What follows belongs to an exercise in optimizing a design on an open flow for small area, a short achievable clock period and few clock cycles; a production flow would make more cautious choices.
Where RTL was checked, it was by simulation tests only, not by an equivalence proof against the original.
Only the layout flow was run in run 1; the RTL was not checked for function there.
Power and IR drop assume default switching activity.

## flow/config.mk

```make
export PLATFORM = sky130hd
export DESIGN_NAME = circle_draw
export DESIGN_NICKNAME = circle_draw
export VERILOG_FILES = /design/flow/design.v
export SDC_FILE = /design/flow/constraint.sdc
export NUM_CORES = 4
export LEC_CHECK = 0
export CAP_MARGIN = 20
export CORE_MARGIN = 2
export CORE_UTILIZATION = 40
export PLACE_DENSITY = 0.6
export SETUP_SLACK_MARGIN = 4.0
export SLEW_MARGIN = 20
```

## flow/constraint.sdc

```tcl
create_clock -name core_clock -period 7.0 [get_ports {CLK50}]
set_input_delay 1.4000 -clock core_clock [delete_from_list [all_inputs] [get_ports {CLK50}]]
set_output_delay 1.4000 -clock core_clock [all_outputs]
set_load 0.01 [all_outputs]
```

## flow/design.v

```verilog
module circle_draw(xc,yc,rad,x,y,color,color_disp,CLK50,clearn,plot,wr,ready);
	input [7:0] xc;
	input [6:0] yc;
	input [5:0] rad;
	input CLK50,clearn,plot;
	input [2:0] color;
	output [7:0] x;
	output [6:0] y;
	output [2:0] color_disp;
	output wr;
	output ready;
	function [8:0] add8;
		input [7:0] p, q;
		input ci;
		integer i;
		reg c;
		begin
			c = ci;
			for (i = 0; i < 8; i = i + 1) begin
				add8[i] = p[i] ^ q[i] ^ c;
				c = (p[i] & q[i]) | (c & (p[i] ^ q[i]));
			end
			add8[8] = c;
		end
	endfunction
	localparam IDLE = 2'b00, CLR = 2'b01, SET = 2'b10, DRW = 2'b11;
	reg [1:0] m;
	reg rdy;
	reg [7:0] xo;
	reg [6:0] yo;
	reg [2:0] col;
	reg [5:0] a, bm;
	reg [7:0] e;
	reg [2:0] ph;
	reg n1, n2, c3, c4;
	reg h, sd;
	reg wrq;
	reg qx1, qx2;
	wire big = (rad == 6'd0) | (&rad[5:2]);
	wire [5:0] r = big ? 6'd59 : rad;
	wire [8:0] radm = add8({2'b0, rad}, 8'hff, 1'b0);
	wire [5:0] rm = big ? 6'd58 : radm[5:0];      
	wire a0 = (a == 6'd0);
	wire dec = ~e[7] | (&e[6:1]);
	wire [8:0] dd = add8({2'b0, a}, {2'b11, ~bm}, 1'b0);
	wire done = (~dd[7] & (dd[1] | dd[0])) | (&bm);
	wire [5:0] xs = ph[2] ? bm : a;
	wire [5:0] ys = ph[2] ? a : bm;
	wire xneg = ph[1];
	wire yneg = ph[0];
	wire [8:0] gxs = {xc, 1'b1} + {{2{xneg}}, xs ^ {6{xneg}}, xneg ^ ph[2]};
	wire [7:0] gys = {yc, 1'b1} + {yneg, ys ^ {6{yneg}}, yneg ^ ~ph[2]};
	wire [7:0] gx = gxs[8:1];
	wire [6:0] gy = gys[7:1];
	wire [7:0] mask = {c4 & ~a0, c4, c3 & ~a0, c3, {2{~n2 & ~a0}}, {2{~n1}}};
	reg [2:0] nxt;
	reg more;
	integer k;
	always @(*) begin
		nxt = 3'd0;
		more = 1'b0;
		for (k = 7; k >= 0; k = k - 1)
			if (k > ph && mask[k]) begin
				nxt = k;
				more = 1'b1;
			end
	end
	wire set1 = qx1 & (xo == 8'd159);
	wire set2 = qx2 & (xo == 8'd0);
	wire xv = ~(xc[7] & (xc[6] | xc[5]));
	wire [7:0] q = {~xc[7:5] + 3'd5, ~xc[4:0]};    
	wire [8:0] qmb = add8(q, {2'b11, ~bm}, 1'b0);
	wire [8:0] xmb = add8(xc, {2'b11, ~bm}, 1'b0);
	wire v3 = ~xv | qmb[8];
	wire v4 = ~xv | xmb[8];
	wire [8:0] ai = add8({2'b0, a}, 8'd0, 1'b1);
	wire [8:0] bd = add8({2'b0, bm}, 8'hff, 1'b0);
	wire [7:0] eop = h ? (sd ? {1'b1, ~bm, 1'b1} : 8'd2) : {1'b0, a, 1'b1};
	wire [8:0] ens = {e, 1'b1} + {eop, h & sd};
	wire [7:0] en = ens[8:1];
	wire lfb = ~(yo[6] ^ yo[5]);
	wire clr_end = ({yo, xo} == 15'h4000);
	always @(posedge CLK50 or negedge clearn)
	begin
		if (!clearn) begin
			m <= CLR;
			rdy <= 1'b0;
			wrq <= 1'b1;
			xo <= 8'd0;
			yo <= 7'd0;
			col <= 3'd0;
		end else begin
			case (m)
			CLR: begin
				if (clr_end) begin
					m <= IDLE;
					rdy <= 1'b1;
					wrq <= 1'b0;
				end
			end
			IDLE: begin
				if (plot) begin
					m <= SET;
					rdy <= 1'b0;
				end
			end
			SET: begin
				m <= DRW;
				wrq <= 1'b1;
			end
			default: if (done) begin
				m <= IDLE;
				rdy <= 1'b1;
				wrq <= 1'b0;
			end
			endcase
			if (m == CLR) begin
				xo <= {xo[6:0], lfb};
				yo <= {yo[5:0], xo[7]};
				col <= 3'd0;
			end else begin
				xo <= gx;
				yo <= gy;
				col <= color;
			end
		end
	end
	always @(posedge CLK50)
	begin
		c3 <= v3;
		c4 <= v4;
		if (m == IDLE) begin
			a <= 6'd0;
			bm <= rm;
			e <= {2'b11, ~r};
			ph <= 3'd0;
			n1 <= 1'b0;
			n2 <= 1'b0;
			h <= 1'b0;
			qx1 <= 1'b0;
			qx2 <= 1'b0;
		end else begin
			h <= ~more;
			qx1 <= (ph[2:1] == 2'd0);
			qx2 <= (ph[2:1] == 2'd1) | ((ph[2:1] == 2'd0) & a0);
			sd <= dec;
			if (h | ~more) e <= en;
			if (set1) n1 <= 1'b1;
			if (set2) n2 <= 1'b1;
			if (more)
				ph <= nxt;
			else begin
				ph <= n1 ? 3'd2 : 3'd0;
				a <= ai[5:0];
				if (dec) bm <= bd[5:0];
			end
		end
	end
	assign x = xo;
	assign y = yo;
	assign color_disp = col;
	assign wr = wrq;
	assign ready = rdy;
endmodule
```

## flow/flow/run.sh

```bash
#!/bin/bash
# Standard synthesis, then the standard layout with plain buf_1 cells as the
# port buffers (the default pick is a slow delay buffer). Tool output goes
# to the logs below; each ORFS step also keeps its own log in orfs/logs.
set -euo pipefail
bash standard.sh synth > flow_synth.log 2>&1
bash standard.sh BUFFER_PORTS_ARGS="-buffer_cell sky130_fd_sc_hd__buf_1" finish > flow_layout.log 2>&1
```

## flow/standard.sh

```bash
#!/bin/bash
# synth_recipe.tcl (not shown) runs the flow's synth.tcl, then flattens the netlist and writes it again
# the make line also repeats each setting of config.mk as NAME=value (left out here)
make -C /OpenROAD-flow-scripts/flow DESIGN_CONFIG=/design/flow/config.mk WORK_HOME=/design/flow/orfs CLKGATE_MAP_FILE= SYNTH_SCRIPT=/design/flow/synth_recipe.tcl "${@:-finish}"
```

==> results.py, run 1 <==
metrics = {
    "min_path": {
        "hold_path_class": "flip-flop to flip-flop",
    },
    "synth": {
        "synth_top_flop_cell": "dfrtp_1",
        "async_flop_share_pct": 41.51,
        "synth_compound_area_share_pct": 19.34,
        "synth_xor_xnor_area_share_pct": 6.116,
        "synth_edf_count": 13,
        "syn_inst": 454,
        "synth.top_cells.by_area": "ha_1 17%, dfrtp_1 12%, edfxtp_1 9.4%",
        "syn-cell-area_um2": 4153,
        "synth_fa_ha_area_share_pct": 18.32,
        "synth_top_family_by_area": "compound AO/OA/AOI/OAI gates",
        "syn_area_per_cell_um2": 9.147,
        "yosys-mux-area-fraction_pct": 4.369,
        "yosysTopAreaCell": "ha_1",
        "synthSimpleGateAreaFrac_pct": 14.79,
        "yosysSeqAreaShare_pct": 31.39,
        "synth-seq-cells": 53,
        "synth_nets": 540,
        "synth_top_cell_area_share_pct": 16.87,
        "yosysUniqueCellTypes": 62,
        "yosys_warnings": 1,
    },
    "timing": {
        "post-route-min-period_ns": 2.906,
        "hold_viol": 0,
        "finalClockSkew_ns": 0.01666,
        "setup_viol": 0,
        "max_freq_ghz": 0.3441,
        "rsz0062_at_grt": "no",
        "tns_ns": 0,
        "tightest_slew_ns": 1.021,
        "setup_ws_ns": 4.094,
        "period_share_pct": 41.51,
        "slew_headroom_pct": 31.66,
        "finalMaxSlewViolations": 0,
    },
    "placed_design": {
        "pre_cts_slack_ns": 3.482,
        "gp_congestion": 0.8149,
        "portBuffers": 46,
        "postPlaceCellArea_um2": 4456,
        "detailed_place_hpwl_mm": 7.650,
    },
    "grt": {
        "grt_max_degree": 25,
        "grt_pass1_wl_mm": 16.05,
        "gr-total-overflow": 0,
        "grt_pass1_vias": 3226,
        "antenna_found_initial": 0,
        "grt_util_all_layers_pct": 17.96,
    },
    "floorplanning": {
        "dieArea_um2": 11210,
        "start_util_pct": 40.77,
        "coreArea_um2": 10180,
        "io_pins": 47,
        "die_h_um": 105.9,
        "die_w_um": 105.9,
        "rows": 37,
    },
    "layout": {
        "fillers": 1029,
        "multiInputGateArea_um2": 2624,
        "drive_gt1_share_pct": 5.835,
        "diodes": 0,
        "nNetsFinal": 582,
        "design_area_um2": 4566,
        "area_growth_pct": 9.943,
        "regArea_um2": 1309,
    },
    "clock_network": {
        "tritoncts": "built",
        "htree_num_levels": 2,
        "numCtsBuffers": 5,
        "cts_max_path_buffers": 2,
        "clock_latency_ns": 0.31,
        "clock_sinks": 53,
        "clockRootBuffer": "clkbuf_8",
        "clk_pin_slew_ns": 0.10,
    },
    "critical_path": {
        "crit_type": "primary input to flip-flop",
        "cp-start-kind": "primary input",
        "r2r_end": "yo[6]",
        "ff2ff_setup_slack_ns": 4.29,
        "end_kind": "flip-flop",
        "ff2ff_path_depth": 9,
        "reg2reg_from": "ph[2]",
        "crit_path_end": "xo[7]",
        "path_max_fanout": 4,
        "cp.required_ns": 7.24,
        "arrival_ns": 3.14,
        "critPathLaunch": "xc[0]",
    },
    "power_and_ir_drop": {
        "p_seq_share_pct": 30.5,
        "pwr-share-clk_pct": 8.8,
        "swShare_pct": 46.00,
        "ir_drop_mv": 0.2060,
        "intPower_mw": 1.109,
        "combPwrFrac_pct": 60.7,
        "power_density_nw_per_um2": 449.8,
        "total_leakage_power_nw": 2.074,
        "switchingPower_mw": 0.9446,
    },
    "route": {
        "antenna_left": 0,
        "post-route-drc-count": 0,
        "first_pass_iters": 6,
        "vias": 3352,
        "routed_wl_mm": 9.825,
        "wl_per_cell_um": 15.52,
        "drt-initial-drc-count": 146,
        "vias_per_cell": 5.295,
    },
    "job": {
        "cap_violations": 0,
    },
    "status": {
        "outcome": "finished clean",
    },
}
[timing repair]
item                       4_1_cts  5_1_grt
pin swaps                        0        1
hold buffers                     0        0
resized for setup                3        5
setup buffers                    0        1
setup endpoints to repair       20       16
[worst max-delay path, cell delays in order]
cell and delay (ns):
clkbuf_2 0.13, inv_1 0.07, fa_1 0.46, nor2b_1 0.12, o21ai_0 0.09, a21oi_1 0.20
o21ai_0 0.18, a2111o_1 0.40, o211ai_1 0.09
[worst min path at each step]
stage	from	endpoint	slack [ns]	cells past startpoint
after floorplan	qx2	n2	0.43	2
after global placement	qx2	n2	0.45	2
after detailed placement	qx2	n2	0.46	2
after CTS	qx2	n2	0.48	2
after global routing	qx2	n2	0.51	2
final	qx2	n2	0.48	2
[synth_stat cells (7+ instances only)]
cell       n
dfxtp_1   18
clkbuf_1   8
nand2_1   18
mux2i_1   17
dfrtp_1   20
inv_1     48
edfxtp_1  13
o21ai_0   18
a21oi_1   33
nand3_1   11
xnor2_1   21
xor2_1     8
nor2_1    32
nor2b_1    7
ha_1      56
[cell usage in the layout, fill, tap and decap left out, types with 8 or more instances in the layout]
cell / n
ha_1: 56
mux2i_1: 17
xnor2_1: 21
xor2_1: 8
nand2_1: 18
o21ai_0: 17
buf_1: 45
nand3_1: 11
dfrtp_1: 20
nor2_1: 32
dfxtp_1: 16
a21oi_1: 33
inv_1: 48
edfxtp_1: 13
[sequential cells by signal, summed over array words and instances (netlist names), 2 cells and up]
name,count
yo,7
m,2
col,3
e,8
ph,3
a,6
bm,6
xo,8
[per-stage QoR]
step	hold slack, ns	utilization [%]	power (mW)	std cells
after floorplan	0.4321	-	1.547	454
after global placement	0.4470	43.75	1.817	624
after detailed placement	0.4588	43.75	1.853	624
after CTS	0.4849	44.62	2.043	632
after global routing	0.5084	44.83	2.259	633
final	0.4753	44.83	2.054	633
[power groups by stage]
| stage | combinational, mW | sequential, mW | clock, mW |
|---|---|---|---|
| finish | 1.25 | 0.626 | 0.181 |
| global route | 1.41 | 0.649 | 0.202 |
| CTS | 1.23 | 0.625 | 0.189 |
| detailed placement | 1.22 | 0.632 | 0 |
| global placement | 1.19 | 0.626 | 0 |
| floorplan | 0.973 | 0.575 | 0 |
[kinds of logic (layout without fill, tap and decap cells)]
family / after synthesis / after routing
mux: 18 / 18
xor+xnor: 29 / 29
buf+inv: 62 / 105
simple gates: 114 / 114
fa+ha+maj: 59 / 59
flops: 53 / 53
compound gates: 119 / 119
[area by class of cell]
cell class                 count  share of cell area (%)
tap                          136                   3.727
timing repair buffer          49                   4.303
multi-input combinational    339                   57.47
clock inverter                 2                  0.3015
clock buffer                   6                   1.589
sequential                    53                   28.67
inverter                      48                   3.946
[per-layer routing]
metal	track usage (%)	vias up	share of wire (%)
li1	-	1729	-
met1	23.55	1567	48
met2	31.38	54	49
met3	2.514	2	2.9
met4	4.135	0	0.38
met5	0	-	0
==> run 2: changes to the inputs <==
--- a/flow/design.v
+++ b/flow/design.v
@@ -25,7 +25,6 @@
 	endfunction
 	localparam IDLE = 2'b00, CLR = 2'b01, SET = 2'b10, DRW = 2'b11;
 	reg [1:0] m;
-	reg rdy;
 	reg [7:0] xo;
 	reg [6:0] yo;
 	reg [2:0] col;
@@ -34,7 +33,6 @@
 	reg [2:0] ph;
 	reg n1, n2, c3, c4;
 	reg h, sd;
-	reg wrq;
 	reg qx1, qx2;
 	wire big = (rad == 6'd0) | (&rad[5:2]);
 	wire [5:0] r = big ? 6'd59 : rad;
@@ -84,35 +82,19 @@
 	begin
 		if (!clearn) begin
 			m <= CLR;
-			rdy <= 1'b0;
-			wrq <= 1'b1;
 			xo <= 8'd0;
 			yo <= 7'd0;
 			col <= 3'd0;
 		end else begin
 			case (m)
 			CLR: begin
-				if (clr_end) begin
-					m <= IDLE;
-					rdy <= 1'b1;
-					wrq <= 1'b0;
-				end
+				if (clr_end) m <= IDLE;
 			end
 			IDLE: begin
-				if (plot) begin
-					m <= SET;
-					rdy <= 1'b0;
-				end
+				if (plot) m <= SET;
 			end
-			SET: begin
-				m <= DRW;
-				wrq <= 1'b1;
-			end
-			default: if (done) begin
-				m <= IDLE;
-				rdy <= 1'b1;
-				wrq <= 1'b0;
-			end
+			SET: m <= DRW;
+			default: if (done) m <= IDLE;
 			endcase
 			if (m == CLR) begin
 				xo <= {xo[6:0], lfb};
@@ -159,6 +141,6 @@
 	assign x = xo;
 	assign y = yo;
 	assign color_disp = col;
-	assign wr = wrq;
-	assign ready = rdy;
+	assign wr = m[0];
+	assign ready = ~m[1] & ~m[0];
 endmodule
==> results.py, run 2 <==
metrics = {
    "clock_network": {
        "clock_sinks": 51,
        "tritoncts": "built",
        "clockRootBuffer": "clkbuf_8",
        "numCtsBuffers": 5,
        "cts_hold_buffers": 0,
        "clock_latency_ns": 0.32,
        "htree_num_levels": 2,
        "cts_max_path_buffers": 2,
        "clk_pin_slew_ns": 0.11,
    },
    "critical_path": {
        "crit_type": "flip-flop to output port",
        "cp.required_ns": 5.60,
        "end_kind": "output port",
        "arrival_ns": 1.51,
        "cp-start-kind": "flip-flop",
        "path_max_fanout": 23,
    },
    "layout": {
        "nNetsFinal": 562,
        "area_growth_pct": 9.407,
        "design_area_um2": 4365,
        "diodes": 0,
        "final_common_cell": "ha_1",
        "fillers": 996,
        "layout_common_cells": "56 x ha_1, 45 x buf_1, 41 x nor2_1",
        "drive_gt1_share_pct": 5.451,
        "top_regs": "e (8), xo (8), yo (7)",
    },
    "route": {
        "vias_per_cell": 5.300,
        "routed_wl_mm": 9.336,
        "vias": 3233,
        "antenna_left": 0,
        "wl_per_cell_um": 15.30,
        "drt-initial-drc-count": 124,
        "first_pass_iters": 4,
        "post-route-drc-count": 0,
    },
    "synth": {
        "syn_area_per_cell_um2": 9.110,
        "yosysUniqueCellTypes": 62,
        "synth_common_cells": "56 x ha_1, 41 x nor2_1, 35 x a21oi_1",
        "synth-seq-cells": 51,
        "synth.top_cells.by_area": "ha_1 18%, dfrtp_1 12%, edfxtp_1 9.8%",
        "async_flop_share_pct": 39.22,
        "synth_top_flop_cell": "dfrtp_1",
        "syn-cell-area_um2": 3990,
        "synth_top_cell_area_share_pct": 17.56,
        "synth_edf_count": 13,
        "yosys.cell_count.top_type": "ha_1",
        "yosys_warnings": 1,
        "yosysSeqAreaShare_pct": 31.39,
        "yosysTopAreaCell": "ha_1",
        "syn_inst": 438,
        "synth_nets": 524,
    },
    "grt": {
        "grt_pass1_vias": 3340,
        "grt_util_all_layers_pct": 18.54,
        "grt_max_degree": 31,
        "gr-total-overflow": 0,
        "antenna_found_initial": 0,
        "grt_pass1_wl_mm": 16.39,
    },
    "power_and_ir_drop": {
        "ir_drop_mv": 0.1806,
        "total_leakage_power_nw": 1.917,
        "intPower_mw": 1.080,
        "power_density_nw_per_um2": 456.2,
        "pwr-share-clk_pct": 9.4,
        "switchingPower_mw": 0.9117,
        "p_seq_share_pct": 30.6,
        "combPwrFrac_pct": 60.0,
        "swShare_pct": 45.78,
    },
    "placed_design": {
        "postPlaceCellArea_um2": 4259,
        "detailed_place_hpwl_mm": 7.309,
        "portBuffers": 46,
        "gp_congestion": 0.8636,
    },
    "timing": {
        "period_share_pct": 41.53,
        "post-route-min-period_ns": 2.907,
        "finalClockSkew_ns": 0.01308,
        "tightest_slew_ns": 1.009,
        "slew_headroom_pct": 32.72,
        "rsz0062_at_grt": "no",
        "tns_ns": 0,
        "finalMaxSlewViolations": 0,
        "hold_viol": 0,
        "setup_viol": 0,
        "max_freq_ghz": 0.3440,
    },
    "floorplanning": {
        "rows": 36,
        "io_pins": 47,
        "die_w_um": 103.9,
        "start_util_pct": 41.01,
        "die_h_um": 103.9,
        "coreArea_um2": 9729,
        "dieArea_um2": 10790,
    },
    "status": {
        "outcome": "finished clean",
    },
    "job": {
        "cap_violations": 0,
    },
    "min_path": {
        "hold_path_class": "flip-flop to flip-flop",
    },
}
-- run 2: cell count changes in the layout (fill, tap and decap cells not counted), moves of 5 or more --
| cell | before | now |
|---|---|---|
| inv_1 | 48 | 34 |
| nand2_1 | 18 | 13 |
| nor2_1 | 32 | 41 |
| nor2b_1 | 7 | 12 |
| o21ai_0 | 17 | 5 |
| o21ai_1 | 2 | 14 |
-- run 2: kinds of logic (layout without fill, tap and decap cells) --
group | Yosys count | after routing | synth area share (%)
muxes | 18 | 18 | 4.547
AOI/OAI and AO/OA | 95 | 95 | 14.96
DFF | 51 | 51 | 31.39
and+or+nand+nor | 128 | 128 | 17.12
buffers and inverters | 52 | 91 | 5.237
adders and majority gates | 59 | 59 | 19.07
xor gates and xnor gates | 35 | 35 | 7.683
-- run 2: what timing repair did --
action,4_1_cts,5_1_grt
resized for setup,5,1
pin swaps,0,0
buffers inserted,0,0
setup endpoints to repair,14,1
gates cloned,0,0
-- run 2: through the flow --
step / cells / setup slack [ns] / total power, mW / hold slack [ns] / util, %
final: 610 / 4.093 / 1.991 / 0.4708 / 44.87
after global routing: 610 / 4.007 / 2.197 / 0.4952 / 44.87
after CTS: 610 / 3.929 / 2.001 / 0.4784 / 44.83
after detailed placement: 602 / 3.830 / 1.804 / 0.4588 / 43.78
after global placement: 602 / 3.905 / 1.767 / 0.4413 / 43.78
after floorplan: 438 / 4.091 / 1.512 / 0.4315 / -
-- run 2: final cells by class --
cell class | count | area [um2] | share of cell area [%]
multi-input cells | 335 | 2531 | 57.98
flip-flops and latches | 51 | 1255 | 28.75
repair buffers | 46 | 173.9 | 3.984
well taps | 133 | 166.4 | 3.812
inverters | 37 | 143.9 | 3.296
clock buffers | 5 | 68.82 | 1.576
clock inverters | 3 | 26.28 | 0.6019
-- run 2: per-layer routing --
metal,GRT usage [%],up-vias,wire [um]
li1,-,1633,-
met1,23.69,1515,4396
met2,32.61,72,4451
met3,2.945,13,345
met4,4.730,0,142
met5,0,-,0
-- run 2: critical path, stage by stage (launching register included) --
cell and delay [ns]:
dfrtp_1 0.45, or2_4 0.35, inv_6 0.20, buf_1 0.18
-- run 2: power groups by stage --
stage	Combinational, mW	Clock [mW]	Sequential (mW)
after global placement	1.16	0	0.608
after global routing	1.36	0.205	0.631
after detailed placement	1.19	0	0.613
after floorplan	0.960	0	0.553
final	1.20	0.187	0.609
after CTS	1.20	0.191	0.608
-- run 2: final timing paths --
check,end,depth (start not counted),start,slack (ns)
worst max-delay path,ready,3,m[1],4.09
worst min-delay path,n2,2,qx2,0.47
worst max register to register,yo[6],10,ph[2],4.20
worst min register to register,n2,2,qx2,0.47
max in group asynchronous,m[0],1,clearn,5.62
min in group asynchronous,col[0],1,clearn,1.02
Testbench counts of run 2, summed over its fixed seeds: cycles 78,871.
==> run 3: changes to the inputs <==
--- a/flow/config.mk
+++ b/flow/config.mk
@@ -9,5 +9,5 @@
 export CORE_MARGIN = 2
 export CORE_UTILIZATION = 40
 export PLACE_DENSITY = 0.6
-export SETUP_SLACK_MARGIN = 4.0
+export SETUP_SLACK_MARGIN = 4.6
 export SLEW_MARGIN = 20
==> results.py, run 3 <==
metrics = {
    "clock_network": {
        "clock_sinks": 51,
        "clk_pin_slew_ns": 0.10,
        "htree_num_levels": 2,
        "clockRootBuffer": "clkbuf_8",
        "numCtsBuffers": 5,
        "cts_max_path_buffers": 2,
        "clock_latency_ns": 0.31,
        "tritoncts": "built",
    },
    "route": {
        "routed_wl_mm": 9.813,
        "drt-initial-drc-count": 136,
        "vias": 3359,
        "wl_per_cell_um": 15.41,
        "met1_length_mm": 4.540,
        "dr_wl_met3_um": 290,
        "wl_met2_mm": 4.866,
        "vias_per_cell": 5.273,
        "antenna_left": 0,
        "first_pass_iters": 6,
        "post-route-drc-count": 0,
        "routed.top_layer": "met4",
    },
    "synth": {
        "synth_top_family_by_area": "adder cells",
        "syn-cell-area_um2": 3990,
        "synth_fa_ha_area_share_pct": 19.07,
        "synth.top_cells.by_area": "ha_1 18%, dfrtp_1 12%, edfxtp_1 9.8%",
        "yosys-mux-area-fraction_pct": 4.547,
        "synth_top_cell_area_share_pct": 17.56,
        "synth_xor_xnor_area_share_pct": 7.683,
        "synth_top_flop_cell": "dfrtp_1",
        "synth_common_cells": "56 x ha_1, 41 x nor2_1, 35 x a21oi_1",
        "async_flop_share_pct": 39.22,
        "synth_edf_count": 13,
        "synth_nets": 524,
        "yosys_warnings": 1,
        "syn_inst": 438,
        "yosys.cell_count.top_type": "ha_1",
        "synth-seq-cells": 51,
        "yosysTopAreaCell": "ha_1",
        "synthSimpleGateAreaFrac_pct": 17.12,
        "syn_area_per_cell_um2": 9.110,
        "synth_compound_area_share_pct": 14.96,
        "yosysSeqAreaShare_pct": 31.39,
        "yosysUniqueCellTypes": 62,
    },
    "layout": {
        "fillers": 945,
        "layout_common_cells": "46 x ha_1, 40 x nor2_1, 36 x buf_1",
        "area_growth_pct": 23.27,
        "nNetsFinal": 589,
        "final_common_cell": "ha_1",
        "diodes": 0,
        "top_regs": "e (8), xo (8), yo (7)",
        "drive_gt1_share_pct": 20.04,
    },
    "timing": {
        "post-route-min-period_ns": 2.589,
        "hold_viol": 0,
        "slew_headroom_pct": 34.11,
        "finalClockSkew_ns": 0.01902,
        "setup_viol": 0,
        "tns_ns": 0,
        "tightest_slew_ns": 0.9883,
        "rsz0062_at_grt": "yes",
        "max_freq_ghz": 0.3863,
        "finalMaxSlewViolations": 0,
        "period_share_pct": 36.98,
    },
    "power_and_ir_drop": {
        "total_leakage_power_nw": 2.123,
        "switchingPower_mw": 0.9912,
        "pwr-share-clk_pct": 9.2,
        "intPower_mw": 1.242,
        "ir_drop_mv": 0.2313,
        "p_seq_share_pct": 26.6,
        "combPwrFrac_pct": 64.2,
        "total_power_mw": 2.233,
        "swShare_pct": 44.38,
        "power_density_nw_per_um2": 454.1,
    },
    "min_path": {
        "hold_path_class": "flip-flop to flip-flop",
        "hold_start": "qx2",
    },
    "placed_design": {
        "portBuffers": 46,
        "gp_congestion": 0.8262,
        "detailed_place_hpwl_mm": 7.441,
    },
    "critical_path": {
        "reg2reg_from": "bm[0]",
        "ff2ff_setup_slack_ns": 4.55,
        "cp-start-kind": "primary input",
        "cp.required_ns": 7.16,
        "critPathLaunch": "yc[0]",
        "cpPeakStageDelay_ns": 0.23,
        "crit_chain": "buf_6 -> ha_4 -> a21o_1 -> a21oi_2 -> nor2b_1 -> o21a_1 -> o41ai_2 -> xnor2_1 -> a21oi_1",
        "crit_type": "primary input to flip-flop",
        "slowest_stage": "o41ai_2",
        "arrival_ns": 2.75,
        "ff2ff_path_depth": 10,
        "path_max_fanout": 2,
        "crit_path_end": "yo[6]",
        "r2r_end": "yo[6]",
        "end_kind": "flip-flop",
    },
    "job": {
        "cap_violations": 0,
    },
    "floorplanning": {
        "dieArea_um2": 10790,
        "start_util_pct": 41.01,
        "die_h_um": 103.9,
        "coreArea_um2": 9729,
        "die_w_um": 103.9,
        "io_pins": 47,
        "rows": 36,
    },
    "grt": {
        "gr-total-overflow": 0,
        "grt_pass1_vias": 3285,
        "grt_util_all_layers_pct": 18.37,
        "grt_pass1_wl_mm": 16.20,
        "antenna_found_initial": 0,
        "grt_max_degree": 31,
    },
    "status": {
        "outcome": "finished clean",
    },
}
run 3: cell types whose count changed in the layout (fill, tap and decap cells not counted), moves of 3 or more:
| cell | change |
|---|---|
| a21oi_1 | -7 |
| a21oi_2 | +6 |
| buf_1 | -9 |
| buf_4 | +25 |
| buf_6 | +5 |
| dfxtp_1 | -4 |
| dfxtp_4 | +3 |
| ha_1 | -10 |
| ha_4 | +10 |
| inv_1 | -5 |
| o21ai_2 | +3 |
run 3: worst min-delay path by stage:
stage                     end  depth (start not counted)
after global routing       n2                          2
after CTS                  n2                          2
after detailed placement   n2                          2
final                      n2                          2
after floorplan            n2                          2
after global placement     n2                          2
run 3: metrics by stage:
stage	worst slack [ns]	util [%]	hold slack [ns]	cell area, um2	cells
after global placement	3.879	45.63	0.4441	4439	602
after CTS	4.413	49.06	0.4726	4773	627
final	4.411	50.55	0.4669	4918	637
after global routing	4.328	50.55	0.5167	4918	637
after floorplan	4.232	-	0.4315	4183	438
after detailed placement	3.861	45.63	0.4499	4439	602
run 3: layer usage:
layer / global-route usage (%) / vias to the layer above
met5: 0 / -
met4: 3.861 / 0
met3: 2.444 / 10
met2: 32.80 / 74
met1: 23.68 / 1590
li1: - / 1685
run 3: critical path, delay by kind of cell:
| family | cells | cell delay [ns] |
|---|---|---|
| XOR/XNOR | 1 | 0.16 |
| AND/OR/NAND/NOR | 1 | 0.06 |
| AO/OA/AOI/OAI | 5 | 0.83 |
| adder cells (fa/ha/maj) | 1 | 0.19 |
| buffers and inverters | 1 | 0.10 |
run 3: cells by family after synthesis:
group           after synthesis
compound gates               95
xor+xnor                     35
fa+ha+maj                    59
buf+inv                      52
flops                        51
mux                          18
simple gates                128
run 3: timing repair:
item                       4_1_cts  5_1_grt
gates resized for setup         38       20
setup endpoints to repair       44       28
hold endpoints to repair         0        0
hold buffers                     0        0
buffers inserted                16       10
pin swaps                       18       10
cloned                           1        0
run 3: power by group through the flow:
stage / Clock [mW] / Combinational, mW / Sequential [mW]
after floorplan: 0 / 1.03 / 0.553
after global placement: 0 / 1.24 / 0.608
after detailed placement: 0 / 1.26 / 0.611
after CTS: 0.208 / 1.37 / 0.594
after global routing: 0.224 / 1.60 / 0.613
final: 0.205 / 1.43 / 0.594
run 3: layout make-up:
type / instances / area, um2 / area share [%]
well taps: 133 / 166.4 / 3.383
clock buffers: 6 / 93.84 / 1.908
repair inverters: 1 / 6.256 / 0.1272
flip-flops and latches: 51 / 1267 / 25.77
inverters: 37 / 181.4 / 3.689
repair buffers: 72 / 441.7 / 8.980
clock inverters: 2 / 15.01 / 0.3053
multi-input cells: 335 / 2746 / 55.84
==> run 4: changes to the inputs <==
--- a/flow/config.mk
+++ b/flow/config.mk
@@ -9,5 +9,5 @@
 export CORE_MARGIN = 2
 export CORE_UTILIZATION = 40
 export PLACE_DENSITY = 0.6
-export SETUP_SLACK_MARGIN = 4.6
+export SETUP_SLACK_MARGIN = 4.4
 export SLEW_MARGIN = 20
==> results.py, run 4 <==
metrics = {
    "clock_network": {
        "htree_num_levels": 2,
        "cts_max_path_buffers": 2,
        "clockRootBuffer": "clkbuf_8",
        "numCtsBuffers": 5,
        "clk_pin_slew_ns": 0.11,
        "tritoncts": "built",
        "clock_sinks": 51,
        "cts_hold_buffers": 0,
        "clock_latency_ns": 0.31,
    },
    "job": {
        "cap_violations": 0,
    },
    "timing": {
        "rsz0062_at_grt": "yes",
        "hold_viol": 0,
        "tns_ns": 0,
        "setup_viol": 0,
        "max_freq_ghz": 0.3836,
        "slew_headroom_pct": 32.69,
        "post-route-min-period_ns": 2.607,
        "period_share_pct": 37.24,
        "tightest_slew_ns": 1.010,
        "finalClockSkew_ns": 0.008685,
        "finalMaxSlewViolations": 0,
    },
    "layout": {
        "nNetsFinal": 580,
        "regArea_um2": 1261,
        "utilization_pct": 47.80,
        "multiInputGateArea_um2": 2641,
        "area_growth_pct": 16.56,
        "drive_gt1_share_pct": 14.14,
        "diodes": 0,
        "fin_cells": 628,
        "fillers": 971,
        "final_common_cell": "ha_1",
        "layout_common_cells": "50 x ha_1, 41 x nor2_1, 40 x buf_1",
        "design_area_um2": 4651,
        "top_regs": "e (8), xo (8), yo (7)",
    },
    "placed_design": {
        "post-place-cells": 602,
        "portBuffers": 46,
        "gp_congestion": 0.8818,
        "postPlaceCellArea_um2": 4333,
        "detailed_place_hpwl_mm": 7.298,
    },
    "critical_path": {
        "ff2ff_path_depth": 10,
        "r2r_end": "yo[6]",
        "ff2ff_setup_slack_ns": 4.46,
        "cp.required_ns": 7.17,
        "end_kind": "flip-flop",
        "path_delay_family": "compound AO/OA/AOI/OAI gates",
        "crit_path_end": "yo[6]",
        "crit_type": "primary input to flip-flop",
        "critPathBufInv": 1,
        "reg2reg_from": "bm[0]",
        "slowest_stage": "o41ai_2",
        "arrival_ns": 2.78,
        "path_max_fanout": 2,
        "cpPeakStageDelay_ns": 0.24,
        "cp-start-kind": "primary input",
        "crit_chain": "buf_2 -> ha_4 -> a21o_1 -> a21oi_2 -> nor2b_1 -> o21a_1 -> o41ai_2 -> xnor2_1 -> a21oi_1",
        "critPathLaunch": "yc[0]",
        "worst-path-stages": 9,
    },
    "route": {
        "vias_per_cell": 5.237,
        "routed_wl_mm": 9.548,
        "post-route-drc-count": 0,
        "drt-initial-drc-count": 106,
        "antenna_left": 0,
        "wl_per_cell_um": 15.20,
        "first_pass_iters": 4,
        "vias": 3289,
    },
    "floorplanning": {
        "rows": 36,
        "die_w_um": 103.9,
        "io_pins": 47,
        "start_util_pct": 41.01,
        "coreArea_um2": 9729,
        "die_h_um": 103.9,
        "dieArea_um2": 10790,
    },
    "synth": {
        "yosys.cell_count.top_type": "ha_1",
        "synth_top_flop_cell": "dfrtp_1",
        "synth_top_cell_area_share_pct": 17.56,
        "synth-seq-cells": 51,
        "yosys_warnings": 1,
        "syn_inst": 438,
        "yosysUniqueCellTypes": 62,
        "synth_nets": 524,
        "async_flop_share_pct": 39.22,
        "syn_area_per_cell_um2": 9.110,
        "syn-cell-area_um2": 3990,
        "synth.top_cells.by_area": "ha_1 18%, dfrtp_1 12%, edfxtp_1 9.8%",
        "synth_edf_count": 13,
        "yosysSeqAreaShare_pct": 31.39,
        "synth_common_cells": "56 x ha_1, 41 x nor2_1, 35 x a21oi_1",
        "yosysTopAreaCell": "ha_1",
    },
    "grt": {
        "grt_max_degree": 31,
        "grt_util_all_layers_pct": 17.73,
        "grt_pass1_wl_mm": 15.66,
        "grt_pass1_vias": 3201,
        "gr-total-overflow": 0,
        "antenna_found_initial": 0,
    },
    "status": {
        "outcome": "finished clean",
    },
    "power_and_ir_drop": {
        "power_density_nw_per_um2": 465.5,
        "total_leakage_power_nw": 2.037,
        "ir_drop_mv": 0.1695,
    },
    "min_path": {
        "hold_path_class": "flip-flop to flip-flop",
    },
}
## run 4: logic make-up after synthesis
logic type / Yosys count / synth area share, %
simple gates: 128 / 17.12
compound gates: 95 / 14.96
fa+ha+maj: 59 / 19.07
buf+inv: 52 / 5.237
flops: 51 / 31.39
xor+xnor: 35 / 7.683
mux: 18 / 4.547
## run 4: worst reg2reg max path, delay by kind of cell, from the launching register on
family | cells | cell delay, ns
muxes | 1 | 0.16
AOI/OAI and AO/OA | 5 | 0.83
xor gates and xnor gates | 2 | 0.53
DFF | 1 | 0.55
adders and majority gates | 1 | 0.27
and+or+nand+nor | 1 | 0.06
## run 4: layout make-up
class                           count  area share (%)
Tap cell                          133           3.578
Clock inverter                      3          0.6188
Timing Repair Buffer               63           6.968
Inverter                           37           3.309
Multi-Input combinational cell    335           56.79
Timing Repair inverter              1          0.1345
Clock buffer                        5           1.480
Sequential cell                    51           27.12
## run 4: layer usage
metal	vias up	share of wire [%]	routed length [um]	GRT usage, %
met1	1556	48	4621	23.49
met3	9	3.0	283	2.569
li1	1670	-	-	-
met4	0	0.98	94	2.896
met5	-	0	0	0
met2	54	48	4548	31.16
## run 4: timing repair
item                                    4_1_cts  5_1_grt
endpoints found under the setup margin       29       24
pin swaps                                     8       13
buffers inserted                              3       14
cloned                                        1        0
resized for setup                            15       14
endpoints found under the hold margin         0        0
## run 4: per-stage QoR
stage	power [mW]	setup WS (ns)	hold slack, ns
floorplan	1.555	4.232	0.4315
global route	2.369	4.343	0.5326
global placement	1.837	3.928	0.4443
detailed placement	1.860	3.868	0.4547
finish	2.165	4.393	0.4794
CTS	2.069	4.328	0.4900
## run 4: power breakdown
| part | internal (mW) | total [mW] | switching [mW] |
|---|---|---|---|
| Sequential | 0.454 | 0.597 | 0.143 |
| Clock | 0.0745 | 0.188 | 0.113 |
| Combinational | 0.656 | 1.38 | 0.724 |
## run 4: how the worst min path moves through the flow
| stage | cells after the start | startpoint | endpoint |
|---|---|---|---|
| after floorplan | 2 | qx2 | n2 |
| after global placement | 2 | qx2 | n2 |
| after detailed placement | 2 | qx2 | n2 |
| after CTS | 2 | qx2 | n2 |
| after global routing | 2 | qx2 | n2 |
| final | 2 | qx2 | n2 |
==> run 5: changes to the inputs <==
--- a/flow/config.mk
+++ b/flow/config.mk
@@ -9,5 +9,5 @@
 export CORE_MARGIN = 2
 export CORE_UTILIZATION = 40
 export PLACE_DENSITY = 0.6
-export SETUP_SLACK_MARGIN = 4.4
+export SETUP_SLACK_MARGIN = 4.2
 export SLEW_MARGIN = 20
==> results.py, run 5 <==
metrics = {
    "status": {
        "outcome": "finished clean",
    },
    "power_and_ir_drop": {
        "power_density_nw_per_um2": 463.6,
        "ir_drop_mv": 0.2479,
        "p_seq_share_pct": 29.6,
        "switchingPower_mw": 0.9379,
        "total_power_mw": 2.061,
        "pwr-share-clk_pct": 8.9,
        "swShare_pct": 45.51,
        "combPwrFrac_pct": 61.6,
        "total_leakage_power_nw": 1.958,
        "intPower_mw": 1.123,
    },
    "timing": {
        "finalClockSkew_ns": 0.008248,
        "period_share_pct": 40.15,
        "setup_viol": 0,
        "post-route-min-period_ns": 2.811,
        "rsz0062_at_grt": "no",
        "max_freq_ghz": 0.3558,
        "finalMaxSlewViolations": 0,
        "slew_headroom_pct": 30.81,
        "hold_viol": 0,
        "tightest_slew_ns": 1.038,
        "tns_ns": 0,
    },
    "synth": {
        "synth-seq-cells": 51,
        "yosysSeqAreaShare_pct": 31.39,
        "yosys_warnings": 1,
        "async_flop_share_pct": 39.22,
        "synth_top_flop_cell": "dfrtp_1",
        "synth.top_cells.by_area": "ha_1 18%, dfrtp_1 12%, edfxtp_1 9.8%",
        "yosysTopAreaCell": "ha_1",
        "yosysUniqueCellTypes": 62,
        "syn_inst": 438,
        "synth_top_cell_area_share_pct": 17.56,
        "syn-cell-area_um2": 3990,
        "yosys.cell_count.top_type": "ha_1",
        "syn_area_per_cell_um2": 9.110,
        "synth_edf_count": 13,
        "synth_common_cells": "56 x ha_1, 41 x nor2_1, 35 x a21oi_1",
        "synth_nets": 524,
    },
    "route": {
        "routed_wl_mm": 9.488,
        "wl_per_cell_um": 15.43,
        "antenna_left": 0,
        "post-route-drc-count": 0,
        "drt-initial-drc-count": 114,
        "vias": 3254,
        "vias_per_cell": 5.291,
        "first_pass_iters": 5,
    },
    "layout": {
        "fillers": 990,
        "layout_common_cells": "56 x ha_1, 43 x buf_1, 41 x nor2_1",
        "final_common_cell": "ha_1",
        "regArea_um2": 1260,
        "multiInputGateArea_um2": 2559,
        "area_growth_pct": 11.41,
        "drive_gt1_share_pct": 8.714,
        "diodes": 0,
        "nNetsFinal": 567,
        "top_regs": "e (8), xo (8), yo (7)",
    },
    "min_path": {
        "hold_path_class": "flip-flop to flip-flop",
        "hold_path_depth": 2,
        "hold_start": "qx2",
        "min_to": "n2",
    },
    "clock_network": {
        "clock_latency_ns": 0.31,
        "clock_sinks": 51,
        "tritoncts": "built",
        "clockRootBuffer": "clkbuf_8",
        "cts_hold_buffers": 0,
        "htree_num_levels": 2,
        "clk_pin_slew_ns": 0.11,
        "cts_max_path_buffers": 2,
        "numCtsBuffers": 5,
    },
    "job": {
        "cap_violations": 0,
    },
    "floorplanning": {
        "die_w_um": 103.9,
        "dieArea_um2": 10790,
        "start_util_pct": 41.01,
        "io_pins": 47,
        "die_h_um": 103.9,
        "coreArea_um2": 9729,
        "rows": 36,
    },
    "critical_path": {
        "cpPeakStageDelay_ns": 0.36,
        "end_kind": "flip-flop",
        "cp-start-kind": "primary input",
        "slowest_stage": "ha_1",
        "r2r_end": "xo[7]",
        "reg2reg_from": "ph[2]",
        "path_max_fanout": 3,
        "ff2ff_setup_slack_ns": 4.39,
        "path_delay_family": "buffers and inverters",
        "cpMostUsedCell": "buf_4",
        "critPathBufInv": 5,
        "ff2ff_path_depth": 11,
        "cp.required_ns": 7.22,
        "crit_chain": "buf_1 -> ha_1 -> nor2b_1 -> o21ai_1 -> a21oi_2 -> buf_4 -> buf_4 -> buf_4 -> buf_4 -> o31ai_2",
        "crit_type": "primary input to flip-flop",
        "arrival_ns": 3.03,
    },
    "grt": {
        "grt_max_degree": 31,
        "grt_pass1_vias": 3312,
        "globalRouteMet2Util_pct": 32.52,
        "grt_util_all_layers_pct": 18.13,
        "busiest_layer": "met2",
        "gr-total-overflow": 0,
        "antenna_found_initial": 0,
        "grt_pass1_wl_mm": 16.03,
        "grtUsageMet3_pct": 2.882,
        "met1_usage_pct": 23.21,
    },
    "placed_design": {
        "gp_congestion": 0.9107,
        "detailed_place_hpwl_mm": 7.404,
        "portBuffers": 46,
    },
}
run 5: cell types whose count changed in the layout (fill, tap and decap cells not counted), sizes merged:
cell	change
clkbuf	-2
buf	-10
inv	-1
run 5: what timing repair did:
action | 4_1_cts | 5_1_grt
endpoints found under the setup margin | 21 | 22
gates resized for setup | 10 | 8
setup buffers | 5 | 0
pin swaps | 3 | 0
gates cloned | 0 | 0
run 5: tightest hold or removal path, cell delays in order (launching register included):
cell	delay (ns)
dfxtp_1	0.32
a21oi_1	0.05
nor2_1	0.07
run 5: cell type report:
type / instances / share of cell area, %
repair buffers: 51 / 4.813
clock buffers: 5 / 1.548
well taps: 133 / 3.743
clock inverters: 3 / 0.5911
multi-input cells: 335 / 57.56
inverters: 37 / 3.406
flip-flops and latches: 51 / 28.34
run 5: logic make-up (layout without fill, tap and decap cells):
family                     Yosys count  count (layout)  synth area share, %
AOI/OAI and AO/OA                   95              95                14.96
xor gates and xnor gates            35              35                7.683
adders and majority gates           59              59                19.07
buffers and inverters               52              96                5.237
DFF                                 51              51                31.39
muxes                               18              18                4.547
and+or+nand+nor                    128             128                17.12
run 5: layer usage:
metal,routed length [um],part of all wire (%)
met4,64,0.67
met1,4358,46
met2,4635,49
met5,0,0
met3,430,4.5
run 5: how the worst max path moves through the flow:
stage                     start  endpoint  cells past startpoint
after detailed placement  xc[0]     xo[7]                     10
after floorplan           yc[0]     yo[6]                      8
after global placement    xc[0]     xo[7]                     10
final                     xc[1]     xo[3]                     10
after global routing      xc[1]     xo[3]                     10
after CTS                  m[1]     ready                      3
run 5: power by group through the flow:
stage	registers (mW)	logic [mW]	clock network, mW
floorplan	0.553	0.970	0
global placement	0.606	1.18	0
detailed placement	0.611	1.20	0
CTS	0.606	1.25	0.188
global route	0.631	1.43	0.200
finish	0.609	1.27	0.183
run 5: stage by stage:
stage          utilization (%)  area, um2  setup WS [ns]  std cells  hold WS (ns)
2_1_floorplan                -       4001          4.193        438        0.4315
3_3_place_gp             43.89       4270          3.921        602        0.4458
3_5_place_dp             43.89       4270          3.850        602        0.4573
4_1_cts                  45.43       4420          4.215        615        0.4779
5_1_grt                  45.69       4446          4.182        615        0.5160
6_report                 45.69       4446          4.189        615        0.4758
==> run 6: changes to the inputs <==
--- a/flow/config.mk
+++ b/flow/config.mk
@@ -9,5 +9,5 @@
 export CORE_MARGIN = 2
 export CORE_UTILIZATION = 40
 export PLACE_DENSITY = 0.6
-export SETUP_SLACK_MARGIN = 4.2
+export SETUP_SLACK_MARGIN = 4.3
 export SLEW_MARGIN = 20
==> results.py, run 6 <==
metrics = {
    "critical_path": {
        "path_max_fanout": 4,
        "ff2ff_setup_slack_ns": 4.47,
        "slowest_stage": "dfstp_2",
        "cpPeakStageDelay_ns": 0.56,
        "crit_type": "flip-flop to output port",
        "cp-start-kind": "flip-flop",
        "arrival_ns": 1.23,
        "cp.required_ns": 5.60,
        "end_kind": "output port",
        "crit_chain": "or2_4 -> clkinv_8 -> buf_2",
    },
    "synth": {
        "synth-seq-cells": 51,
        "synth_edf_count": 13,
        "yosys.cell_count.top_type": "ha_1",
        "synth_top_flop_cell": "dfrtp_1",
        "yosys_warnings": 1,
        "synth_common_cells": "56 x ha_1, 41 x nor2_1, 35 x a21oi_1",
        "syn_inst": 438,
        "synth_nets": 524,
        "yosysUniqueCellTypes": 62,
        "syn_area_per_cell_um2": 9.110,
        "synth_top_cell_area_share_pct": 17.56,
        "syn-cell-area_um2": 3990,
        "yosysSeqAreaShare_pct": 31.39,
        "async_flop_share_pct": 39.22,
        "synth.top_cells.by_area": "ha_1 18%, dfrtp_1 12%, edfxtp_1 9.8%",
        "yosysTopAreaCell": "ha_1",
    },
    "route": {
        "wl_per_cell_um": 15.75,
        "vias": 3273,
        "first_pass_iters": 5,
        "post-route-drc-count": 0,
        "drt-initial-drc-count": 174,
        "vias_per_cell": 5.322,
        "antenna_left": 0,
        "routed_wl_mm": 9.685,
    },
    "layout": {
        "diodes": 0,
        "layout_common_cells": "54 x ha_1, 42 x buf_1, 41 x nor2_1",
        "final_common_cell": "ha_1",
        "fillers": 1009,
        "drive_gt1_share_pct": 9.751,
        "nNetsFinal": 567,
        "top_regs": "e (8), xo (8), yo (7)",
        "area_growth_pct": 12.10,
        "regArea_um2": 1261,
        "multiInputGateArea_um2": 2587,
        "design_area_um2": 4473,
    },
    "power_and_ir_drop": {
        "total_power_mw": 2.045,
        "total_leakage_power_nw": 1.958,
        "ir_drop_mv": 0.2157,
        "power_density_nw_per_um2": 457.2,
    },
    "floorplanning": {
        "rows": 36,
        "die_h_um": 103.9,
        "coreArea_um2": 9729,
        "io_pins": 47,
        "die_w_um": 103.9,
        "start_util_pct": 41.01,
        "dieArea_um2": 10790,
    },
    "placed_design": {
        "pre_cts_slack_ns": 3.954,
        "portBuffers": 46,
        "gp_congestion": 0.8904,
        "detailed_place_hpwl_mm": 7.423,
        "postPlaceCellArea_um2": 4298,
    },
    "clock_network": {
        "clock_sinks": 51,
        "tritoncts": "built",
        "numCtsBuffers": 5,
        "htree_num_levels": 2,
        "cts_hold_buffers": 0,
        "clockRootBuffer": "clkbuf_8",
        "clock_latency_ns": 0.32,
        "cts_max_path_buffers": 2,
        "clk_pin_slew_ns": 0.10,
    },
    "timing": {
        "setup_viol": 0,
        "finalClockSkew_ns": 0.007835,
        "hold_viol": 0,
        "slew_headroom_pct": 35.55,
        "period_share_pct": 37.60,
        "setup_ws_ns": 4.368,
        "rsz0062_at_grt": "yes",
        "finalMaxSlewViolations": 0,
        "max_freq_ghz": 0.3799,
        "tightest_slew_ns": 0.9668,
        "tns_ns": 0,
        "post-route-min-period_ns": 2.632,
    },
    "grt": {
        "grt_max_degree": 31,
        "grt_pass1_wl_mm": 16.04,
        "gr-total-overflow": 0,
        "antenna_found_initial": 0,
        "grt_util_all_layers_pct": 18.39,
        "grt_pass1_vias": 3320,
    },
    "job": {
        "cap_violations": 0,
    },
    "status": {
        "outcome": "finished clean",
    },
    "min_path": {
        "hold_path_class": "flip-flop to flip-flop",
    },
}
run 6: repair_timing:
item                                    CTS  global route
gates cloned                              0             1
buffers inserted                          2             2
endpoints found under the setup margin   28            21
pin swaps                                 1             4
gates resized for setup                   9            11
run 6: cell families after synthesis:
group	Yosys count	share of synthesized area, %
AOI/OAI and AO/OA	95	14.96
xor gates and xnor gates	35	7.683
adders and majority gates	59	19.07
buffers and inverters	52	5.237
DFF	51	31.39
muxes	18	4.547
and+or+nand+nor	128	17.12
run 6: per-stage QoR:
stage	instances	util, %	hold slack [ns]
after global placement	602	44.17	0.4427
after detailed placement	602	44.17	0.4611
after global routing	615	45.97	0.5447
after floorplan	438	-	0.4315
final	615	45.97	0.4884
after CTS	612	45.41	0.4914
run 6: final cells by class:
class | instances | area share [%]
flip-flops and latches | 51 | 28.20
multi-input cells | 335 | 57.85
inverters | 37 | 3.385
well taps | 133 | 3.720
clock inverters | 3 | 0.4755
clock buffers | 5 | 1.538
repair buffers | 50 | 4.643
repair inverters | 1 | 0.1958
run 6: final timing paths:
path | start | cells after the start | end
max | m[0] | 3 | ready
min | qx2 | 2 | n2
max reg2reg | bm[0] | 10 | yo[6]
min reg2reg | qx2 | 2 | n2
max in group asynchronous | clearn | 1 | m[0]
min in group asynchronous | clearn | 1 | col[1]
run 6: where the power goes:
part | switching [mW] | leakage (nW) | internal, mW
combinational | 0.666 | 1.41 | 0.584
clock | 0.113 | 0.0494 | 0.0725
sequential | 0.155 | 0.500 | 0.454
run 6: metal layers:
layer  routed length, um  global-route usage [%]
met1                4431                   23.72
met2                4709                   31.95
met3                 383                   2.882
met4                 161                   5.019
met5                   0                       0
run 6: critical path: cells and delay by family (launching register included):
family | cells | cell delay [ns]
AND/OR/NAND/NOR | 1 | 0.17
flip-flops | 1 | 0.56
buffers and inverters | 2 | 0.19
==> run 7: changes to the inputs <==
--- a/flow/config.mk
+++ b/flow/config.mk
@@ -7,7 +7,7 @@
 export LEC_CHECK = 0
 export CAP_MARGIN = 20
 export CORE_MARGIN = 2
-export CORE_UTILIZATION = 40
-export PLACE_DENSITY = 0.6
+export CORE_UTILIZATION = 60
+export PLACE_DENSITY = 0.75
 export SETUP_SLACK_MARGIN = 4.3
 export SLEW_MARGIN = 20
==> results.py, run 7 <==
metrics = {
    "layout": {
        "area_growth_pct": 11.04,
        "layout_common_cells": "53 x ha_1, 43 x buf_1, 41 x nor2_1",
        "nNetsFinal": 569,
        "final_common_cell": "ha_1",
        "diodes": 0,
        "fin_cells": 561,
        "top_regs": "e (8), xo (8), yo (7)",
        "drive_gt1_share_pct": 10.33,
    },
    "route": {
        "vias_per_cell": 5.932,
        "routed_wl_mm": 8.971,
        "antenna_left": 0,
        "wl_per_cell_um": 15.99,
        "first_pass_iters": 4,
        "drt-initial-drc-count": 255,
        "post-route-drc-count": 0,
        "vias": 3328,
    },
    "floorplanning": {
        "start_util_pct": 62.48,
        "dieArea_um2": 7319,
        "die_h_um": 85.55,
        "io_pins": 47,
        "die_w_um": 85.55,
        "rows": 29,
        "coreArea_um2": 6386,
    },
    "grt": {
        "antenna_found_initial": 0,
        "gr-total-overflow": 0,
        "grt_pass1_vias": 3273,
        "grt_pass1_wl_mm": 15.22,
        "grt_util_all_layers_pct": 25.80,
        "grt_max_degree": 31,
    },
    "synth": {
        "synth_top_family_by_area": "adder cells",
        "yosys_warnings": 1,
        "synth_nets": 524,
        "yosysSeqAreaShare_pct": 31.39,
        "synth_top_flop_cell": "dfrtp_1",
        "syn-cell-area_um2": 3990,
        "async_flop_share_pct": 39.22,
        "synth_edf_count": 13,
        "yosysTopAreaCell": "ha_1",
        "synth_fa_ha_area_share_pct": 19.07,
        "synth_compound_area_share_pct": 14.96,
        "synth-seq-cells": 51,
        "yosysUniqueCellTypes": 62,
        "synth_common_cells": "56 x ha_1, 41 x nor2_1, 35 x a21oi_1",
        "syn_inst": 438,
        "yosys.cell_count.top_type": "ha_1",
        "synthSimpleGateAreaFrac_pct": 17.12,
        "yosys-mux-area-fraction_pct": 4.547,
        "syn_area_per_cell_um2": 9.110,
        "synth.top_cells.by_area": "ha_1 18%, dfrtp_1 12%, edfxtp_1 9.8%",
        "synth_xor_xnor_area_share_pct": 7.683,
        "synth_top_cell_area_share_pct": 17.56,
    },
    "clock_network": {
        "cts_hold_buffers": 0,
        "clock_sinks": 51,
        "clock_latency_ns": 0.32,
        "numCtsBuffers": 5,
        "clk_pin_slew_ns": 0.10,
        "htree_num_levels": 2,
        "cts_max_path_buffers": 2,
        "tritoncts": "built",
        "clockRootBuffer": "clkbuf_8",
    },
    "power_and_ir_drop": {
        "intPower_mw": 1.133,
        "p_seq_share_pct": 29.6,
        "ir_drop_mv": 0.2442,
        "combPwrFrac_pct": 61.6,
        "total_leakage_power_nw": 1.961,
        "pwr-share-clk_pct": 8.8,
        "power_density_nw_per_um2": 464.3,
        "switchingPower_mw": 0.9240,
        "swShare_pct": 44.92,
    },
    "critical_path": {
        "cp.required_ns": 5.60,
        "crit_type": "flip-flop to output port",
        "arrival_ns": 1.42,
        "crit_chain": "or2_4 -> inv_8 -> buf_1",
        "cpPeakStageDelay_ns": 0.46,
        "path_max_fanout": 23,
        "slowest_stage": "dfrtp_1",
        "end_kind": "output port",
        "cp-start-kind": "flip-flop",
    },
    "placed_design": {
        "detailed_place_hpwl_mm": 6.929,
        "gp_congestion": 0.8320,
        "post-place-cells": 546,
        "portBuffers": 46,
    },
    "timing": {
        "rsz0062_at_grt": "yes",
        "slew_headroom_pct": 32.28,
        "period_share_pct": 40.26,
        "hold_viol": 0,
        "post-route-min-period_ns": 2.818,
        "tightest_slew_ns": 1.016,
        "max_freq_ghz": 0.3549,
        "finalClockSkew_ns": 0.009941,
        "whs_ns": 0.4665,
        "setup_viol": 0,
        "finalMaxSlewViolations": 0,
        "tns_ns": 0,
    },
    "job": {
        "cap_violations": 0,
    },
    "min_path": {
        "hold_path_class": "flip-flop to flip-flop",
    },
    "status": {
        "outcome": "finished clean",
    },
}
==> run 7: final timing paths <==
path,depth (start not counted),from,end,slack (ns)
worst max-delay path,3,m[1],ready,4.18
worst min-delay path,2,qx2,n2,0.47
worst max register to register,12,bm[0],xo[7],4.43
worst min register to register,2,qx2,n2,0.47
max in group asynchronous,1,clearn,m[0],5.62
min in group asynchronous,1,clearn,xo[2],1.03
==> run 7: kinds of logic after synthesis <==
logic type / count (synthesis)
buffers and inverters: 52
muxes: 18
adders and majority gates: 59
xor gates and xnor gates: 35
and+or+nand+nor: 128
AOI/OAI and AO/OA: 95
DFF: 51
==> run 7: repair_timing <==
| item | CTS | global route |
|---|---|---|
| pin swaps | 1 | 12 |
| gates resized for setup | 7 | 13 |
| cloned | 0 | 0 |
| setup buffers | 0 | 7 |
| setup endpoints to repair | 22 | 22 |
==> run 7: per-stage QoR <==
| step | area, um2 | utilization, % | total power [mW] | worst slack, ns |
|---|---|---|---|---|
| 2_1_floorplan | 4029 | - | 1.535 | 4.232 |
| 3_3_place_gp | 4228 | 66.20 | 1.775 | 4.024 |
| 3_5_place_dp | 4228 | 66.20 | 1.807 | 3.930 |
| 4_1_cts | 4334 | 67.87 | 1.995 | 4.109 |
| 5_1_grt | 4431 | 69.38 | 2.252 | 4.124 |
| 6_report | 4431 | 69.38 | 2.057 | 4.182 |
==> run 7: worst max-delay path: cells and delay by family (launching register included) <==
| kind | cells | cell delay, ns |
|---|---|---|
| buf+inv | 2 | 0.32 |
| simple gates | 1 | 0.32 |
| flops | 1 | 0.46 |
==> run 7: layout make-up <==
class	count	area, um2
Tap cell	77	96.34
Fill cell	539	1956
Timing Repair Buffer	53	229.0
Clock buffer	5	68.82
Inverter	37	146.4
Sequential cell	51	1261
Multi-Input combinational cell	335	2605
Clock inverter	3	23.77
==> run 7: power groups by stage <==
stage          clock network (mW)  registers (mW)  logic [mW]
2_1_floorplan                   0           0.553       0.983
3_3_place_gp                    0           0.607        1.17
3_5_place_dp                    0           0.609        1.20
4_1_cts                     0.181           0.604        1.21
5_1_grt                     0.191           0.628        1.43
6_report                    0.181           0.608        1.27
==> run 7: layer usage <==
layer	global-route usage, %	wire length (um)	vias to the layer above
met4	8.225	215	0
met5	0	0	-
met1	33.56	3981	1568
li1	-	-	1646
met3	3.080	407	19
met2	44.89	4367	95
==> run 8: changes to the inputs <==
--- a/flow/config.mk
+++ b/flow/config.mk
@@ -7,7 +7,7 @@
 export LEC_CHECK = 0
 export CAP_MARGIN = 20
 export CORE_MARGIN = 2
-export CORE_UTILIZATION = 60
-export PLACE_DENSITY = 0.75
+export CORE_UTILIZATION = 75
+export PLACE_DENSITY = 0.9
 export SETUP_SLACK_MARGIN = 4.3
 export SLEW_MARGIN = 20
==> results.py, run 8 <==
metrics = {
    "status": {
        "outcome": "finished clean",
    },
    "min_path": {
        "hold_path_class": "flip-flop to flip-flop",
        "hold_path_depth": 2,
    },
    "floorplanning": {
        "die_h_um": 76.94,
        "coreArea_um2": 5107,
        "io_pins": 47,
        "dieArea_um2": 5920,
        "die_w_um": 76.94,
        "start_util_pct": 78.12,
        "rows": 26,
    },
    "synth": {
        "synth_nets": 524,
        "synth_common_cells": "56 x ha_1, 41 x nor2_1, 35 x a21oi_1",
        "yosys.cell_count.top_type": "ha_1",
        "synth_top_cell_area_share_pct": 17.56,
        "async_flop_share_pct": 39.22,
        "syn_inst": 438,
        "yosysTopAreaCell": "ha_1",
        "synth_top_flop_cell": "dfrtp_1",
        "syn-cell-area_um2": 3990,
        "yosys_warnings": 1,
        "syn_area_per_cell_um2": 9.110,
        "synth.top_cells.by_area": "ha_1 18%, dfrtp_1 12%, edfxtp_1 9.8%",
        "yosysSeqAreaShare_pct": 31.39,
        "synth_edf_count": 13,
        "synth-seq-cells": 51,
        "yosysUniqueCellTypes": 62,
    },
    "critical_path": {
        "slowest_stage": "dfrtp_1",
        "ff2ff_setup_slack_ns": 4.37,
        "cp-start-kind": "flip-flop",
        "critPathLaunch": "m[1]",
        "reg2reg_from": "ph[1]",
        "path_max_fanout": 23,
        "crit_chain": "or2_4 -> inv_8 -> buf_1",
        "path_delay_family": "flip-flops",
        "r2r_end": "xo[7]",
        "crit_path_end": "ready",
        "end_kind": "output port",
        "cpPeakStageDelay_ns": 0.44,
        "arrival_ns": 1.38,
        "critPathBufInv": 2,
        "worst-path-stages": 3,
        "ff2ff_path_depth": 11,
        "crit_type": "flip-flop to output port",
        "cp.required_ns": 5.60,
    },
    "placed_design": {
        "postPlaceCellArea_um2": 4219,
        "gp_congestion": 0.8978,
        "detailed_place_hpwl_mm": 7.145,
        "portBuffers": 46,
    },
    "route": {
        "wl_per_cell_um": 17.43,
        "vias": 3474,
        "antenna_left": 0,
        "first_pass_iters": 5,
        "drt-initial-drc-count": 265,
        "routed_wl_mm": 9.603,
        "routed.top_layer": "met4",
        "post-route-drc-count": 0,
        "vias_per_cell": 6.305,
        "dr_wl_met3_um": 610,
        "wl_met2_mm": 5.036,
        "met1_length_mm": 3.732,
    },
    "power_and_ir_drop": {
        "total_leakage_power_nw": 1.943,
        "ir_drop_mv": 0.2827,
        "power_density_nw_per_um2": 470.8,
    },
    "clock_network": {
        "cts_max_path_buffers": 2,
        "htree_num_levels": 2,
        "tritoncts": "built",
        "numCtsBuffers": 5,
        "clock_latency_ns": 0.31,
        "cts_hold_buffers": 0,
        "clockRootBuffer": "clkbuf_8",
        "clock_sinks": 51,
        "clk_pin_slew_ns": 0.09,
    },
    "timing": {
        "setup_viol": 0,
        "max_freq_ghz": 0.3596,
        "tightest_slew_ns": 0.9894,
        "finalMaxSlewViolations": 0,
        "period_share_pct": 39.73,
        "slew_headroom_pct": 34.04,
        "tns_ns": 0,
        "post-route-min-period_ns": 2.781,
        "rsz0062_at_grt": "yes",
        "whs_ns": 0.4839,
        "hold_viol": 0,
        "finalClockSkew_ns": 0.005434,
    },
    "layout": {
        "layout_common_cells": "53 x ha_1, 43 x buf_1, 41 x nor2_1",
        "area_growth_pct": 9.784,
        "final_common_cell": "ha_1",
        "top_regs": "e (8), xo (8), yo (7)",
        "diodes": 0,
        "nNetsFinal": 566,
        "drive_gt1_share_pct": 9.148,
        "design_area_um2": 4380,
    },
    "grt": {
        "grt_pass1_wl_mm": 15.41,
        "grt_util_all_layers_pct": 32.66,
        "grt_pass1_vias": 3294,
        "gr-total-overflow": 0,
        "grt_max_degree": 31,
        "antenna_found_initial": 0,
    },
    "job": {
        "cap_violations": 0,
    },
}
## run 8: cell counts after synthesis
Identical to the previous run, type by type.
## run 8: cells by family after synthesis
family          count (synthesis)  share of synthesized area [%]
compound gates                 95                          14.96
xor+xnor                       35                          7.683
fa+ha+maj                      59                          19.07
buf+inv                        52                          5.237
flops                          51                          31.39
mux                            18                          4.547
simple gates                  128                          17.12
## run 8: worst min-delay path, stage by stage (launching register included)
cell     delay, ns
dfxtp_1       0.32
a21oi_1       0.05
nor2_1        0.08
## run 8: report_power, final
part,internal (mW),switching [mW],total (mW)
Sequential,0.453,0.159,0.612
Combinational,0.589,0.692,1.28
Clock,0.0704,0.0985,0.169
## run 8: worst min path at each step
stage | from | endpoint | slack, ns
global route | qx2 | n2 | 0.49
CTS | qx2 | n2 | 0.48
detailed placement | qx2 | n2 | 0.45
finish | qx2 | n2 | 0.48
floorplan | qx2 | n2 | 0.43
global placement | qx2 | n2 | 0.44
## run 8: area by class of cell
cell class                 instances  area, um2
multi-input combinational        335       2597
sequential                        51       1259
fill                             318      726.9
timing repair buffer              50      206.4
inverter                          37      146.4
tap                               70      87.58
clock buffer                       6      72.57
clock inverter                     2      11.26
## run 8: metal layers
layer,up-vias,track usage (%)
li1,1641,-
met2,162,60.53
met1,1641,37.97
met4,0,10.91
met3,30,5.412
met5,-,0
## run 8: timing repair
item / in CTS / in global routing
endpoints found under the setup margin: 24 / 20
pin swaps: 1 / 5
setup buffers: 0 / 4
gates resized for setup: 9 / 8
hold endpoints to repair: 0 / 0
## run 8: metrics by stage
step | total power [mW] | util (%) | instances | worst slack [ns]
floorplan | 1.535 | - | 438 | 4.232
global placement | 1.749 | 82.61 | 539 | 4.012
detailed placement | 1.822 | 82.61 | 539 | 3.895
CTS | 2.001 | 84.59 | 547 | 4.140
global route | 2.224 | 85.77 | 551 | 4.171
finish | 2.062 | 85.77 | 551 | 4.219

port drivers added, routing unchanged:
Ports are ideal in the flow. The routed layouts listed here were re-timed in OpenROAD. Step 1 assumes that a clkbuf_16 drives the clock port and a buf_2 every other input. Step 2 moves the port delays by t, midway between the first and last clock arrival at a register: inputs arrive t later, outputs are due t later. That takes back most of the time a late clock gives input paths. a / b / c = ideal ports / drivers / drivers and shift; a / b = the first two.
| run | t (ns) | setup WS [ns] | worst setup path at the end | worst data-port slew with drivers (ns) |
|---|---|---|---|---|
| run 1 | 0.338 | 4.094 / 4.063 / 3.725 | input to register | 0.06 |
| run 2 | 0.342 | 4.093 / 4.061 / 3.844 | input to register | 0.04 |
| run 3 | 0.338 | 4.411 / 4.404 / 4.073 | input to register | 0.06 |
| run 4 | 0.339 | 4.393 / 4.375 / 4.062 | input to register | 0.05 |
| run 5 | 0.338 | 4.189 / 4.200 / 3.862 | input to register | 0.04 |
| run 6 | 0.346 | 4.368 / 4.336 / 4.028 | input to register | 0.04 |
| run 7 | 0.341 | 4.182 / 4.152 / 3.988 | input to register | 0.04 |
| run 8 | 0.335 | 4.219 / 4.188 / 4.020 | input to register | 0.04 |
After both steps setup and hold are still met in every run listed. The setup slack of run 1, which loses most, moves by -0.031 ns with the drivers and by -0.369 ns with both steps.
